What follows belongs to an exercise in optimizing a design on an open flow for small area, a short achievable clock period and few clock cycles per item; a production flow would make more cautious choices.

==> flow/design.v <==
module gcd (
    input  logic        clk_i,
    input  logic        rst_i,
    input  logic        start_i,
    input  logic [31:0] a_i,
    input  logic [31:0] b_i,
    output logic        busy_o,
    output logic        valid_o,
    output logic [31:0] result_o
);
    logic [31:0] a, b;
    logic [4:0]  k;
    logic        run;
    logic both_odd, both_even, swap;
    assign both_odd  = a[0] & b[0];
    assign both_even = ~a[0] & ~b[0];
    assign swap      = a[0] & ~b[0];
    localparam int W = 31;
    logic [W-1:0] x1, x2, hp, hg, gg, pp, d;
    logic         cout;
    assign x1 = a[31:1];
    assign x2 = b[31:1];
    assign hg = x1 & ~x2;
    assign hp = ~(x1 ^ x2);             
    always_comb begin
        gg = hg;
        pp = hp;
        for (int l = 0; l < 5; l++)
            for (int i = 0; i < W; i++)
                if ((i >> l) & 1) begin
                    gg[i] = gg[i] | (pp[i] & gg[((i >> l) << l) - 1]);
                    pp[i] = pp[i] & pp[((i >> l) << l) - 1];
                end
    end
    assign cout = gg[W-1];              
    always_comb begin
        d[0] = ~hp[0];
        for (int i = 1; i < W; i++)
            d[i] = hp[i] ^ ~cout ^ (gg[i-1] | (cout & pp[i-1]));
    end
    logic eq, a_zero, k_zero, fin;
    assign eq     = both_odd & (&hp);
    assign a_zero = ~|a;
    assign k_zero = ~|k;
    assign fin    = a_zero | eq;
    logic [3:0] dlow, sd;               
    assign dlow = ~hp[3:0];
    always_comb begin
        if (dlow[0])      sd = 4'b0001;
        else if (dlow[1]) sd = 4'b0010;
        else if (dlow[2]) sd = 4'b0100;
        else              sd = 4'b1000;
    end
    logic [31:0] ye, yes, e;
    assign ye = swap ? (b >> 1) : (a >> 1);
    always_comb begin
        if (both_even || ye[0]) yes = ye;
        else if (ye[1])         yes = ye >> 1;
        else if (ye[2])         yes = ye >> 2;
        else                    yes = ye >> 3;
    end
    assign e = run ? (yes & {32{~both_odd}}) : a_i;
    logic [3:0] sel;
    assign sel = sd & {4{run & both_odd}};
    logic [31:0] ds, d0;
    assign d0 = {1'b0, d};
    always_comb begin
        for (int i = 0; i < 32; i++) begin
            ds[i] = e[i] | (sel[0] & d0[i]);
            if (i + 1 < 32) ds[i] = ds[i] | (sel[1] & d0[i+1]);
            if (i + 2 < 32) ds[i] = ds[i] | (sel[2] & d0[i+2]);
            if (i + 3 < 32) ds[i] = ds[i] | (sel[3] & d0[i+3]);
        end
    end
    always_ff @(posedge clk_i or posedge rst_i) begin
        if (rst_i) run <= 1'b0;
        else if (!run) run <= start_i;
        else if (fin && k_zero) run <= 1'b0;
    end
    always_ff @(posedge clk_i) begin
        a <= ds;
        if (!run) begin
            b <= b_i;
            k <= 5'd0;
        end else begin
            if (fin) begin
                b <= b << 1;
                k <= k - 5'd1;
            end else if (both_even) begin
                b <= b >> 1;
                k <= k + 5'd1;
            end else if (swap || (both_odd && !cout)) begin
                b <= a;
            end
        end
    end
    assign busy_o   = run;
    assign valid_o  = run & fin & k_zero;
    assign result_o = b;
endmodule
Settings: LEC_CHECK=0, CAP_MARGIN=20, CORE_MARGIN=2, CORE_UTILIZATION=40, PLACE_DENSITY=0.6, SETUP_SLACK_MARGIN=2.0, SLEW_MARGIN=20; clock period 6.0 ns.
standard.sh (not shown) runs the stock make flow with config.mk's settings and CLKGATE_MAP_FILE= SYNTH_SCRIPT=/design/flow/synth_recipe.tcl, a recipe that flattens the netlist after the stock synthesis.
==> flow/flow/run.sh <==
#!/bin/bash
# The standard layout (the standard.sh, unchanged synthesis), except that
# the buffer put on each input and output port is the smallest buffer cell.
set -euo pipefail
export BUFFER_PORTS_ARGS="-buffer_cell sky130_fd_sc_hd__buf_1"
bash standard.sh > standard.log 2>&1
Edit:
--- a/flow/design.v
+++ b/flow/design.v
@@ -75,22 +75,29 @@
     always_ff @(posedge clk_i or posedge rst_i) begin
         if (rst_i) run <= 1'b0;
         else if (!run) run <= start_i;
         else if (fin && k_zero) run <= 1'b0;
     end
+    logic [4:0] k_dec, k_inc;
+    always_comb begin
+        for (int i = 0; i < 5; i++) begin
+            k_dec[i] = k[i] ^ ~|(k & ((5'd1 << i) - 5'd1));
+            k_inc[i] = k[i] ^ &(k | ~((5'd1 << i) - 5'd1));
+        end
+    end
     always_ff @(posedge clk_i) begin
         a <= ds;
         if (!run) begin
             b <= b_i;
             k <= 5'd0;
         end else begin
             if (fin) begin
                 b <= b << 1;
-                k <= k - 5'd1;
+                k <= k_dec;
             end else if (both_even) begin
                 b <= b >> 1;
-                k <= k + 5'd1;
+                k <= k_inc;
             end else if (swap || (both_odd && !cout)) begin
                 b <= a;
             end
         end
     end
The changed run finished with timing, DRC and antenna clean.
Global-route usage grows by 3.7 points.
Die area barely changes.
First-iteration DRC count climbs by about 60%.
Via count rose by about 3.6%.
Final area climbs by 7.7%.
Wire length went up by 16%.
Worst hold slack gets better by 0.029 ns.
Core utilization goes up by 3.6 points.
No functional check of the RTL was part of any run of this note.

[static timing again, ports no longer ideal]
The flow's constraints put no driver on any port. The routed layouts listed below were extracted and timed again, unchanged, in two steps.
Step 1 (the two cells are an assumption about what drives the block):
set clk [get_ports {clk_i}]
set_driving_cell -lib_cell sky130_fd_sc_hd__clkbuf_16 $clk
set_driving_cell -lib_cell sky130_fd_sc_hd__buf_2 [delete_from_list [all_inputs] $clk]
Step 2 moves the port delays by t, midway between the first and last clock arrival at a register: inputs arrive t later, outputs are due t later. That takes back most of the time a late clock gives input paths.
Three values: ideal, step 1, step 2; two values: the first two.
run	shift t [ns]	setup WS [ns]	worst setup path after step 2
the first run	0.395	2.126 / 2.082 / 2.209	register to register
the second run	0.401	2.058 / 2.012 / 2.158	register to register
After both steps setup and hold are still met in every run listed.
